Background: an optimization exercise with open tools, aiming at small area. Do not read the settings as production practice.
In this exercise RTL edits were held to simulation tests only and were not proved equivalent to the original.
Power and IR drop assume default switching activity.

// alu_64
module alu_64 (
	input		[63:0]	A,
	input		[63:0]	B,
	output reg	[63:0]	Z,
	output reg			overflow,
	input		[3:0]	aluctrl,
	input 		[63:0]	cmp_val,
	input		clk,
	input		reset
	);
For scale: ~65 flip-flops, ~0.0092 sq mm of cells after synthesis.
Settings: LEC_CHECK=0, CAP_MARGIN=35, CORE_MARGIN=2, CORE_UTILIZATION=30, CTS_BUF_LIST=sky130_fd_sc_hd__clkbuf_8, SETUP_SLACK_MARGIN=0.2, SLEW_MARGIN=30, SYNTH_HIERARCHICAL=1, SYNTH_MINIMUM_KEEP_SIZE=0; clock period 8.0 ns.
standard.sh (not shown) runs the stock make flow with config.mk's settings and CLKGATE_MAP_FILE= SYNTH_SCRIPT=/design/flow/synth_recipe.tcl, a recipe that flattens the netlist after the stock synthesis.
==> flow/flow/run.sh <==
#!/bin/bash
# The standard ORFS layout with three changes:
#  - synthesis maps with an area-oriented ABC script (flow/abc_area.script);
#    the design's small leaf modules are kept apart by SYNTH_HIERARCHICAL,
#    and the netlist is flattened and renamed as synth_recipe.tcl does;
#  - the port buffers are made from the smallest buffer cell;
#  - power (and with it area) recovery after global routing;
#  - a clock tree with fewer, larger sink clusters and no dummy loads.
# make's full output goes to standard.log; each ORFS step logs under orfs/logs.
set -euo pipefail
here=$(pwd)
{
  head -n 1 synth_recipe.tcl
  cat <<EOT
proc abc {args} {
  set i [lsearch -exact \$args -script]
  if {\$i >= 0} { lset args [expr {\$i + 1}] $here/flow/abc_area.script }
  yosys abc {*}\$args
}
EOT
  tail -n +2 synth_recipe.tcl
} > my_synth.tcl
sed "s#SYNTH_SCRIPT=[^ ]*#SYNTH_SCRIPT=$here/my_synth.tcl#" standard.sh > my_standard.sh
grep -q "SYNTH_SCRIPT=$here/my_synth.tcl" my_standard.sh
bash my_standard.sh \
  BUFFER_PORTS_ARGS="-buffer_cell sky130_fd_sc_hd__buf_1" \
  RECOVER_POWER=100 \
  CTS_ARGS="-sink_clustering_enable -repair_clock_nets -dont_use_dummy_load -buf_list sky130_fd_sc_hd__clkbuf_8 -sink_clustering_size 24 -sink_clustering_max_diameter 120" \
  finish > standard.log 2>&1
==> flow/flow/abc_area.script <==
strash
dch
amap
topo
stime -c
==> next run, changes <==
--- a/flow/flow/run.sh
+++ b/flow/flow/run.sh
@@ -5,6 +5,5 @@
 #    and the netlist is flattened and renamed as synth_recipe.tcl does;
 #  - the port buffers are made from the smallest buffer cell;
-#  - power (and with it area) recovery after global routing;
-#  - a clock tree with fewer, larger sink clusters and no dummy loads.
+#  - power (and with it area) recovery after global routing.
 # make's full output goes to standard.log; each ORFS step logs under orfs/logs.
 set -euo pipefail
@@ -26,4 +25,3 @@
   BUFFER_PORTS_ARGS="-buffer_cell sky130_fd_sc_hd__buf_1" \
   RECOVER_POWER=100 \
-  CTS_ARGS="-sink_clustering_enable -repair_clock_nets -dont_use_dummy_load -buf_list sky130_fd_sc_hd__clkbuf_8 -sink_clustering_size 24 -sink_clustering_max_diameter 120" \
   finish > standard.log 2>&1
Effect: The changed run finished with timing, DRC and antenna clean; worst hold slack is better by 0.014 ns; critical path depth is unchanged; worst setup slack is worse by 0.010 ns; utilization climbs by 0.28 points.
==> next run, changes <==
--- a/flow/flow/run.sh
+++ b/flow/flow/run.sh
@@ -1,9 +1,12 @@
 #!/bin/bash
-# The standard ORFS layout with three changes:
+# The standard ORFS layout with these changes:
 #  - synthesis maps with an area-oriented ABC script (flow/abc_area.script);
 #    the design's small leaf modules are kept apart by SYNTH_HIERARCHICAL,
 #    and the netlist is flattened and renamed as synth_recipe.tcl does;
 #  - the port buffers are made from the smallest buffer cell;
-#  - power (and with it area) recovery after global routing.
+#  - no pre-placement timing repair (it only upsizes cells whose high-fanout
+#    nets are not buffered yet);
+#  - power (and with it area) recovery after global routing;
+#  - a clock tree with fewer, larger sink clusters and no dummy loads.
 # make's full output goes to standard.log; each ORFS step logs under orfs/logs.
 set -euo pipefail
@@ -25,3 +28,5 @@
   BUFFER_PORTS_ARGS="-buffer_cell sky130_fd_sc_hd__buf_1" \
   RECOVER_POWER=100 \
+  REMOVE_ABC_BUFFERS=1 \
+  CTS_ARGS="-sink_clustering_enable -repair_clock_nets -dont_use_dummy_load -buf_list sky130_fd_sc_hd__clkbuf_8 -sink_clustering_size 24 -sink_clustering_max_diameter 120" \
   finish > standard.log 2>&1
CORE_UTILIZATION = 40   (was 30)
PLACE_DENSITY = 0.85   (was not set)
After rerunning: The changed run finished with max-capacitance violations, max-slew violations left; total power went down by about 5%; flip-flop and latch count is unchanged; critical path depth goes down by 9; final cell count went down by 5.3%; synthesized cell count does not change.
==> next run, changes <==
--- a/flow/flow/run.sh
+++ b/flow/flow/run.sh
@@ -1,10 +1,8 @@
 #!/bin/bash
-# The standard ORFS layout with these changes:
+# The standard ORFS layout with three changes:
 #  - synthesis maps with an area-oriented ABC script (flow/abc_area.script);
 #    the design's small leaf modules are kept apart by SYNTH_HIERARCHICAL,
 #    and the netlist is flattened and renamed as synth_recipe.tcl does;
 #  - the port buffers are made from the smallest buffer cell;
-#  - no pre-placement timing repair (it only upsizes cells whose high-fanout
-#    nets are not buffered yet);
 #  - power (and with it area) recovery after global routing;
 #  - a clock tree with fewer, larger sink clusters and no dummy loads.
@@ -28,5 +26,4 @@
   BUFFER_PORTS_ARGS="-buffer_cell sky130_fd_sc_hd__buf_1" \
   RECOVER_POWER=100 \
-  REMOVE_ABC_BUFFERS=1 \
   CTS_ARGS="-sink_clustering_enable -repair_clock_nets -dont_use_dummy_load -buf_list sky130_fd_sc_hd__clkbuf_8 -sink_clustering_size 24 -sink_clustering_max_diameter 120" \
   finish > standard.log 2>&1
CAP_MARGIN = 10   (was 35)
GPL_TIMING_DRIVEN = 0   (was not set)
PLACE_DENSITY = 0.75   (was 0.85)
SETUP_SLACK_MARGIN = 0   (was 0.2)
SLEW_MARGIN = 10   (was 30)
=> The changed run went through all stages and came out clean; synthesized cell count stays the same; combinational power went up by 3.1%; synthesized area stays the same; via count is about the same; worst setup slack gets worse by 0.038 ns; routed wire length went up by 0.45%; final area went up by 2.8%.

* * *

alu_64 again, from the RTL that the note above started with.
export LEC_CHECK = 0
export CAP_MARGIN = 35
export CORE_MARGIN = 2
export CORE_UTILIZATION = 30
export CTS_BUF_LIST = sky130_fd_sc_hd__clkbuf_8
export SETUP_SLACK_MARGIN = 0.2
export SLEW_MARGIN = 30
export SYNTH_HIERARCHICAL = 1
export SYNTH_MINIMUM_KEEP_SIZE = 0
create_clock -name core_clock -period 8.0 [get_ports {clk}]
==> flow/flow/run.sh <==
#!/bin/bash
# The standard ORFS layout with three changes:
#  - synthesis maps with an area-oriented ABC script (flow/abc_area.script);
#    the design's small leaf modules are kept apart by SYNTH_HIERARCHICAL,
#    and the netlist is flattened and renamed as synth_recipe.tcl does;
#  - the port buffers are made from the smallest buffer cell;
#  - power (and with it area) recovery after global routing;
#  - a clock tree with fewer, larger sink clusters and no dummy loads.
# make's full output goes to standard.log; each ORFS step logs under orfs/logs.
set -euo pipefail
here=$(pwd)
{
  head -n 1 synth_recipe.tcl
  cat <<EOT
proc abc {args} {
  set i [lsearch -exact \$args -script]
  if {\$i >= 0} { lset args [expr {\$i + 1}] $here/flow/abc_area.script }
  yosys abc {*}\$args
}
EOT
  tail -n +2 synth_recipe.tcl
} > my_synth.tcl
sed "s#SYNTH_SCRIPT=[^ ]*#SYNTH_SCRIPT=$here/my_synth.tcl#" standard.sh > my_standard.sh
grep -q "SYNTH_SCRIPT=$here/my_synth.tcl" my_standard.sh
bash my_standard.sh \
  BUFFER_PORTS_ARGS="-buffer_cell sky130_fd_sc_hd__buf_1" \
  RECOVER_POWER=100 \
  CTS_ARGS="-sink_clustering_enable -repair_clock_nets -dont_use_dummy_load -root_buf sky130_fd_sc_hd__clkbuf_8 -buf_list sky130_fd_sc_hd__clkbuf_4" \
  finish > standard.log 2>&1
Scripts as last shown in full above: flow/flow/abc_area.script
The first run completed without violations.
==> next run, changes <==
--- a/flow/flow/run.sh
+++ b/flow/flow/run.sh
@@ -7,2 +7 @@
-#  - power (and with it area) recovery after global routing;
-#  - a clock tree with fewer, larger sink clusters and no dummy loads.
+#  - power (and with it area) recovery after global routing.
@@ -28 +26,0 @@
-  CTS_ARGS="-sink_clustering_enable -repair_clock_nets -dont_use_dummy_load -root_buf sky130_fd_sc_hd__clkbuf_8 -buf_list sky130_fd_sc_hd__clkbuf_4" \
Settings changed: CAP_MARGIN 35 to 10, CORE_UTILIZATION 30 to 40, SETUP_SLACK_MARGIN 0.2 to 0.1, SLEW_MARGIN 30 to 10.
Outcome:
- flip-flop and latch count is unchanged
- power climbs by a few percent
- area after synthesis is unchanged
- final cell count shrinks by a few percent
- wire length goes down by a few percent
- final area fell slightly
- fmax is lower by a few percent
- hold slack improves by 19 ps
- global-route usage went up by 7.1 points
- via count barely changes
==> next run, changes <==
--- a/flow/flow/run.sh
+++ b/flow/flow/run.sh
@@ -2 +2 @@
-# The standard ORFS layout with three changes:
+# The standard ORFS layout with these changes:
@@ -7 +7,4 @@
-#  - power (and with it area) recovery after global routing.
+#  - no pre-placement timing repair (it only upsizes cells whose high-fanout
+#    nets are not buffered yet);
+#  - power (and with it area) recovery after global routing;
+#  - a clock tree with fewer, larger sink clusters and no dummy loads.
@@ -26,0 +30,2 @@
+  REMOVE_ABC_BUFFERS=1 \
+  CTS_ARGS="-sink_clustering_enable -repair_clock_nets -dont_use_dummy_load -buf_list sky130_fd_sc_hd__clkbuf_8 -sink_clustering_size 24 -sink_clustering_max_diameter 120" \
Settings changed: CAP_MARGIN 10 to 35, CORE_UTILIZATION 40 to 30, SETUP_SLACK_MARGIN 0.1 to 0.2, SLEW_MARGIN 10 to 30.
Setup slack got worse by 43 ps.
Design area goes up slightly.
Combinational power barely changes.
==> next run, changes <==
--- a/flow/flow/run.sh
+++ b/flow/flow/run.sh
@@ -2 +2 @@
-# The standard ORFS layout with these changes:
+# The standard ORFS layout with three changes:
@@ -7,2 +6,0 @@
-#  - no pre-placement timing repair (it only upsizes cells whose high-fanout
-#    nets are not buffered yet);
@@ -30 +27,0 @@
-  REMOVE_ABC_BUFFERS=1 \
Settings changed: CAP_MARGIN 35 to 10, CORE_UTILIZATION 30 to 40, SETUP_SLACK_MARGIN 0.2 to 0.1, SLEW_MARGIN 30 to 10.
What happened: Total power goes up by 1.2%. Routed wire length goes down by 4.5%. Fmax goes down by 0.81%. Cell area goes down by 0.95%. Critical path depth stays the same. Via count goes down by 1.6%. Synthesized cell count is unchanged. Clock power goes up by about 7%. Hold slack is about the same. Worst setup slack gets worse by 61 ps.
==> next run, changes <==
--- a/flow/flow/run.sh
+++ b/flow/flow/run.sh
@@ -28 +28 @@
-  CTS_ARGS="-sink_clustering_enable -repair_clock_nets -dont_use_dummy_load -buf_list sky130_fd_sc_hd__clkbuf_8 -sink_clustering_size 24 -sink_clustering_max_diameter 120" \
+  CTS_ARGS="-sink_clustering_enable -repair_clock_nets -dont_use_dummy_load -root_buf sky130_fd_sc_hd__clkbuf_8 -tree_buf sky130_fd_sc_hd__clkbuf_4 -buf_list sky130_fd_sc_hd__clkbuf_4 -sink_clustering_buffer sky130_fd_sc_hd__clkbuf_4 -sink_clustering_size 30 -sink_clustering_max_diameter 150" \
Settings changed: CAP_MARGIN 10 to 35, CORE_UTILIZATION 40 to 30, SETUP_SLACK_MARGIN 0.1 to 0.2, SLEW_MARGIN 10 to 30.
Die area goes up by a quarter to a third. Maximum frequency came out higher by a few percent. Flip-flop and latch count does not change. Setup slack improves by 440 ps. Global-route usage shrinks by 7.1 points. Routed wire length grows by a few percent. Via count stays flat. Non-clock buffer count is lower by 1. Cell count went up by a few percent. First-iteration DRC count rose slightly. Clock power shrinks by a few percent.

* * *

job 101:
The RTL this note starts from:
==> flow/design.v <==
`timescale 1ns / 1ps
module alu_omux (input s, input sn, input x, input y, output z);
	assign z = ~((sn | x) & (s | y));
endmodule
module alu_xor2 (input a, input b, output y);
	assign y = a ^ b;
endmodule
module alu_xnor2 (input a, input b, output y);
	assign y = ~(a ^ b);
endmodule
module alu_nand2 (input a, input b, output y);
	assign y = ~(a & b);
endmodule
module alu_nor2 (input a, input b, output y);
	assign y = ~(a | b);
endmodule
module alu_and2 (input a, input b, output y);
	assign y = a & b;
endmodule
module alu_inv (input a, output y);
	assign y = ~a;
endmodule
module alu_a21oi (input a1, input a2, input b1, output y);
	assign y = ~((a1 & a2) | b1);
endmodule
module alu_o21ai (input a1, input a2, input b1, output y);
	assign y = ~((a1 | a2) & b1);
endmodule
module alu_a21o (input a1, input a2, input b1, output y);
	assign y = (a1 & a2) | b1;
endmodule
module alu_blk8 (input [7:0] pn, input [7:0] gn, input cin, output [7:1] cx, output G, output P);
	wire g10, p10, g32, p32, g54, p54, g76, p76;
	wire g30n, p30n, g74n, p74n, cinn, c4, c4n;
	alu_o21ai u_g10 (.a1(pn[1]), .a2(gn[0]), .b1(gn[1]), .y(g10));
	alu_nor2  u_p10 (.a(pn[1]), .b(pn[0]), .y(p10));
	alu_o21ai u_g32 (.a1(pn[3]), .a2(gn[2]), .b1(gn[3]), .y(g32));
	alu_nor2  u_p32 (.a(pn[3]), .b(pn[2]), .y(p32));
	alu_o21ai u_g54 (.a1(pn[5]), .a2(gn[4]), .b1(gn[5]), .y(g54));
	alu_nor2  u_p54 (.a(pn[5]), .b(pn[4]), .y(p54));
	alu_o21ai u_g76 (.a1(pn[7]), .a2(gn[6]), .b1(gn[7]), .y(g76));
	alu_nor2  u_p76 (.a(pn[7]), .b(pn[6]), .y(p76));
	alu_a21oi u_g30 (.a1(p32), .a2(g10), .b1(g32), .y(g30n));
	alu_nand2 u_p30 (.a(p32), .b(p10), .y(p30n));
	alu_a21oi u_g74 (.a1(p76), .a2(g54), .b1(g76), .y(g74n));
	alu_nand2 u_p74 (.a(p76), .b(p54), .y(p74n));
	alu_o21ai u_G (.a1(p74n), .a2(g30n), .b1(g74n), .y(G));
	alu_nor2  u_P (.a(p74n), .b(p30n), .y(P));
	alu_inv   u_cinn (.a(cin), .y(cinn));
	alu_o21ai u_c1 (.a1(pn[0]), .a2(cinn), .b1(gn[0]), .y(cx[1]));
	alu_a21oi u_c2 (.a1(p10), .a2(cin), .b1(g10), .y(cx[2]));
	alu_o21ai u_c3 (.a1(pn[2]), .a2(cx[2]), .b1(gn[2]), .y(cx[3]));
	alu_o21ai u_c4 (.a1(p30n), .a2(cinn), .b1(g30n), .y(c4));
	alu_inv   u_c4n (.a(c4), .y(c4n));
	assign cx[4] = c4n;
	alu_o21ai u_c5 (.a1(pn[4]), .a2(c4n), .b1(gn[4]), .y(cx[5]));
	alu_a21oi u_c6 (.a1(p54), .a2(c4), .b1(g54), .y(cx[6]));
	alu_o21ai u_c7 (.a1(pn[6]), .a2(cx[6]), .b1(gn[6]), .y(cx[7]));
endmodule
module alu_o221ai (input a1, input a2, input b1, input b2, input c1, output y);
	assign y = ~((a1 | a2) & (b1 | b2) & c1);
endmodule
module alu_a22oi (input a1, input a2, input b1, input b2, output y);
	assign y = ~((a1 & a2) | (b1 & b2));
endmodule
module alu_64 (
	input		[63:0]	A,
	input		[63:0]	B,
	output reg	[63:0]	Z,
	output reg			overflow,
	input		[3:0]	aluctrl,
	input 		[63:0]	cmp_val,
	input		clk,
	input		reset
	);
	wire	[15:0]	dec = 16'b1 << aluctrl;
	wire	run = ~reset;
	wire	sub = dec[1];
	wire	inv = dec[1] | dec[4];		 
	wire	kA = run & (dec[0] | dec[1]);	 
	wire	kG = run & (dec[2] | dec[3]);	 
	wire	kP = run & (dec[3] | dec[4]);	 
	wire	kS = run & (dec[6] | dec[7]);	 
	wire	kE = run & dec[5];
	wire	kE16 = run & dec[8];
	wire	kT = run & (dec[9] | dec[10]);
	wire	left = ~(aluctrl[3] ^ aluctrl[0]);	 
	wire	leftn = ~left;
	wire	[5:0]	sa = B[5:0];
	wire	[5:0]	san = ~B[5:0];
	genvar i, j, k;
	wire	[63:0]	bx, pn, gn;
	generate for (i = 0; i < 64; i = i + 1) begin : g_pg
		alu_xor2 u_bx (.a(B[i]), .b(inv), .y(bx[i]));
		alu_xnor2 u_p (.a(A[i]), .b(bx[i]), .y(pn[i]));
		alu_nand2 u_g (.a(A[i]), .b(bx[i]), .y(gn[i]));
	end endgenerate
	wire	[64:0]	cx;
	wire	[7:0]	G, P;
	assign cx[0] = sub;
	generate for (j = 0; j < 8; j = j + 1) begin : g_blk
		alu_blk8 u_b (.pn(pn[8*j+7:8*j]), .gn(gn[8*j+7:8*j]), .cin(cx[8*j]),
			.cx(cx[8*j+7:8*j+1]), .G(G[j]), .P(P[j]));
		alu_a21o u_c (.a1(P[j]), .a2(cx[8*j]), .b1(G[j]), .y(cx[8*j+8]));
	end endgenerate
	wire	[63:0]	y;
	generate for (i = 0; i < 64; i = i + 1) begin : g_sum
		if (i % 2 == 1 || i % 8 == 0) begin : g_t
			alu_xnor2 u_s (.a(pn[i]), .b(cx[i]), .y(y[i]));
		end else begin : g_n
			alu_xor2 u_s (.a(pn[i]), .b(cx[i]), .y(y[i]));
		end
	end endgenerate
	wire	[7*64-1:0]	st;	 
	wire	[63:0]	t;
	generate for (i = 0; i < 64; i = i + 1) begin : g_rin
		alu_omux u (.s(left), .sn(leftn), .x(A[63-i]), .y(A[i]), .z(st[64*(0) + i]));
	end endgenerate
	generate for (k = 0; k < 6; k = k + 1) begin : g_st
		for (i = 0; i < 64; i = i + 1) begin : g_b
			if (i + (1 << k) < 64) begin : g_m
				alu_omux u (.s(sa[k]), .sn(san[k]), .x(st[64*(k) + i + (1 << k)]), .y(st[64*(k) + i]), .z(st[64*(k+1) + i]));
			end else if (k % 2 == 0) begin : g_z0
				assign st[64*(k+1) + i] = ~(sa[k] | st[64*(k) + i]);
			end else begin : g_z1
				assign st[64*(k+1) + i] = ~(san[k] & st[64*(k) + i]);
			end
		end
	end endgenerate
	generate for (i = 0; i < 64; i = i + 1) begin : g_rout
		alu_omux u (.s(left), .sn(leftn), .x(st[64*(6) + 63-i]), .y(st[64*(6) + i]), .z(t[i]));
	end endgenerate
	wire	[63:0]	te;
	generate for (i = 0; i < 64; i = i + 1) begin : g_teq
		alu_xnor2 u (.a(t[i]), .b(cmp_val[i]), .y(te[i]));
	end endgenerate
	wire	teq = &te;
	wire	eq = &pn;		 
	wire	eq16 = &pn[15:0];
	wire	kPn = ~kP;
	wire	kGn = ~kG;
	wire	[63:0]	w, r;
	generate for (i = 0; i < 64; i = i + 1) begin : g_z
		alu_a22oi u_w (.a1(kA), .a2(y[i]), .b1(kS), .b2(t[i]), .y(w[i]));
		alu_o221ai u_r (.a1(kPn), .a2(pn[i]), .b1(kGn), .b2(gn[i]), .c1(w[i]), .y(r[i]));
	end endgenerate
	always @(posedge clk) begin
		Z <= {r[63:1], r[0] | (kE & eq) | (kE16 & eq16) | (kT & teq)};
		overflow <= kA & (cx[63] ^ cx[64]);
	end
endmodule
==> flow/config.mk <==
export PLATFORM = sky130hd
export DESIGN_NAME = alu_64
export DESIGN_NICKNAME = alu_64
export VERILOG_FILES = /design/flow/design.v
export SDC_FILE = /design/flow/constraint.sdc
export NUM_CORES = 4
export LEC_CHECK = 0
export CAP_MARGIN = 35
export CORE_MARGIN = 2
export CORE_UTILIZATION = 45
export CTS_BUF_LIST = sky130_fd_sc_hd__clkbuf_8
export PLACE_DENSITY = 0.7
export SETUP_SLACK_MARGIN = 0.2
export SLEW_MARGIN = 30
export SYNTH_HIERARCHICAL = 1
export SYNTH_MINIMUM_KEEP_SIZE = 0
==> flow/constraint.sdc <==
create_clock -name core_clock -period 8.0 [get_ports {clk}]
set_input_delay 1.6000 -clock core_clock [delete_from_list [all_inputs] [get_ports {clk}]]
set_output_delay 1.6000 -clock core_clock [all_outputs]
set_load 0.01 [all_outputs]
==> flow/flow/run.sh <==
#!/bin/bash
# The standard ORFS layout with these changes:
#  - synthesis maps with an area-oriented ABC script (flow/abc_area.script);
#    the design's small leaf modules are kept apart by SYNTH_HIERARCHICAL,
#    and the netlist is flattened and renamed as synth_recipe.tcl does;
#  - the port buffers are made from the smallest buffer cell;
#  - no pre-placement timing repair (it only upsizes cells whose high-fanout
#    nets are not buffered yet);
#  - power (and with it area) recovery after global routing;
#  - a clock tree with fewer, larger sink clusters and no dummy loads.
# make's full output goes to standard.log; each ORFS step logs under orfs/logs.
set -euo pipefail
here=$(pwd)
{
  head -n 1 synth_recipe.tcl
  cat <<EOT
proc abc {args} {
  set i [lsearch -exact \$args -script]
  if {\$i >= 0} { lset args [expr {\$i + 1}] $here/flow/abc_area.script }
  yosys abc {*}\$args
}
EOT
  tail -n +2 synth_recipe.tcl
} > my_synth.tcl
sed "s#SYNTH_SCRIPT=[^ ]*#SYNTH_SCRIPT=$here/my_synth.tcl#" standard.sh > my_standard.sh
grep -q "SYNTH_SCRIPT=$here/my_synth.tcl" my_standard.sh
bash my_standard.sh \
  BUFFER_PORTS_ARGS="-buffer_cell sky130_fd_sc_hd__buf_1" \
  RECOVER_POWER=100 \
  REMOVE_ABC_BUFFERS=1 \
  CTS_ARGS="-sink_clustering_enable -repair_clock_nets -dont_use_dummy_load -buf_list sky130_fd_sc_hd__clkbuf_8 -sink_clustering_size 24 -sink_clustering_max_diameter 120" \
  finish > standard.log 2>&1
Scripts as last shown in full above: flow/flow/abc_area.script
Job 101 completed every stage of the flow, and the final layout passed the timing, DRC and antenna checks.
### job 101 -> job 102
- putting GPL_TIMING_DRIVEN at 0 where nothing was set
- clearing PLACE_DENSITY, which used to be 0.7
- swapping 45 for 30 in CORE_UTILIZATION
## What came out
Diff job 101 -> job 102 | total number of placement rows | up by more than 10%. [diff] routed via count, job 102 relative to job 101: improvement. Summary of job 102 over job 101: setup slack decreased by 0.11 ns relative to the old numbers, portion of total power attributed to the clock network decreased by 0.4 points relative to the old numbers, global-route total usage across every layer decreased by 9.4 points relative to the old numbers, internal power consumption increased by about 2.4% relative to the old numbers. Number of fill cells in the layout in job 102 vs job 101: up about 60%.
Relative to job 102, the following input files were edited for job 103:
- setting PLACE_DENSITY to 0.85 for the first time
- removing GPL_TIMING_DRIVEN (formerly 0)
## What came out
Setup slack: job 103 more than job 102. [job 103] largest net degree at the start of global routing rose 56 relative to job 102. Between job 103 and job 102, the total number of multi-input combinational cells does not differ in any meaningful way. Sort job 102 and job 103 by non-filler instance count after layout asc -> top: job 103. Taking job 102 as the reference point, the final clock period utilization by the worst path of job 103 falls by 1.8 points. Share of total power in the clock network: job 103 vs job 102 up 0.8 points. Sort job 102 and job 103 by wire length of the first global-routing pass, descending, and job 102 comes first. Combinational power (job 103 vs. job 102) decreases by a few percent. Cmp job 102 and job 103 / fraction of standard cell area in multi-input logic / lower: job 102. Proportion of power drawn by combinational gates: job 103 < job 102. On overall fraction of global-route tracks in use: between job 102 and job 103, it ends up higher for job 102.
Input-level comparison between job 104 and job 103:
- swapping 0.85 for 0.9 in PLACE_DENSITY
The final report for job 104 shows a completed flow and a layout that fails verification, specifically max-capacitance violations, max-slew violations.
Sort job 104 and job 103 by number of stages on the worst setup path asc -> top: job 104
Leakage power of job 104 exceeds that of job 103 slightly.
Combinational group share of total power in job 104 vs job 103: up 0.5 points
Job 103 -> job 104: routed length on met3 increased slightly
Final cell count of job 103 is on par with job 104.
Diff job 104..job 103 | cell area after synthesis | unchanged
Job 104 vs. job 103: setup slack went down by 0.098 ns.
Against job 103, wire length in job 104 rose slightly.
Going from job 103 to job 104, register share of total power ~0 delta, global-route usage fell 0.17 points.
Going from job 103 to job 104, the fmax was found to have gone down by about 1.3%.

-- afterwards: timing with drivers on the ports --
Ports are ideal in the flow. The routed layouts listed here were re-timed in OpenROAD.
Step 1, drivers: a clkbuf_16 drives clk and a buf_2 each remaining input, both assumed.
Step 2 also shifts input and output timing later by t, the mid clock arrival at the registers, as if the neighbouring blocks saw the same clock.
Slacks: no drivers / after step 1 / after step 2; pairs: no drivers / after step 1.
run	shift t [ns]	setup slack, ns	latest minus earliest clock arrival (ns)
the first run of note 1	0.441	0.911 / 0.930 / 0.489	0.020 / 0.020
the second run of note 1	0.436	0.901 / 0.920 / 0.484	0.012 / 0.012
the third run of note 1	0.416	0.463 / 0.462 / 0.046	0.017 / 0.017
the fourth run of note 1	0.420	0.425 / 0.438 / 0.018	0.024 / 0.025
the first run of note 2	0.441	0.911 / 0.930 / 0.489	0.020 / 0.020
the second run of note 2	0.426	0.577 / 0.597 / 0.171	0.012 / 0.013
the third run of note 2	0.430	0.533 / 0.557 / 0.126	0.024 / 0.023
the fourth run of note 2	0.420	0.472 / 0.493 / 0.073	0.011 / 0.011
the fifth run of note 2	0.441	0.911 / 0.930 / 0.489	0.020 / 0.020
job 101	0.411	0.701 / 0.718 / 0.307	0.026 / 0.026
job 102	0.438	0.593 / 0.615 / 0.177	0.023 / 0.024
job 103	0.435	0.736 / 0.757 / 0.322	0.017 / 0.017
job 104	0.436	0.638 / 0.664 / 0.228	0.019 / 0.020
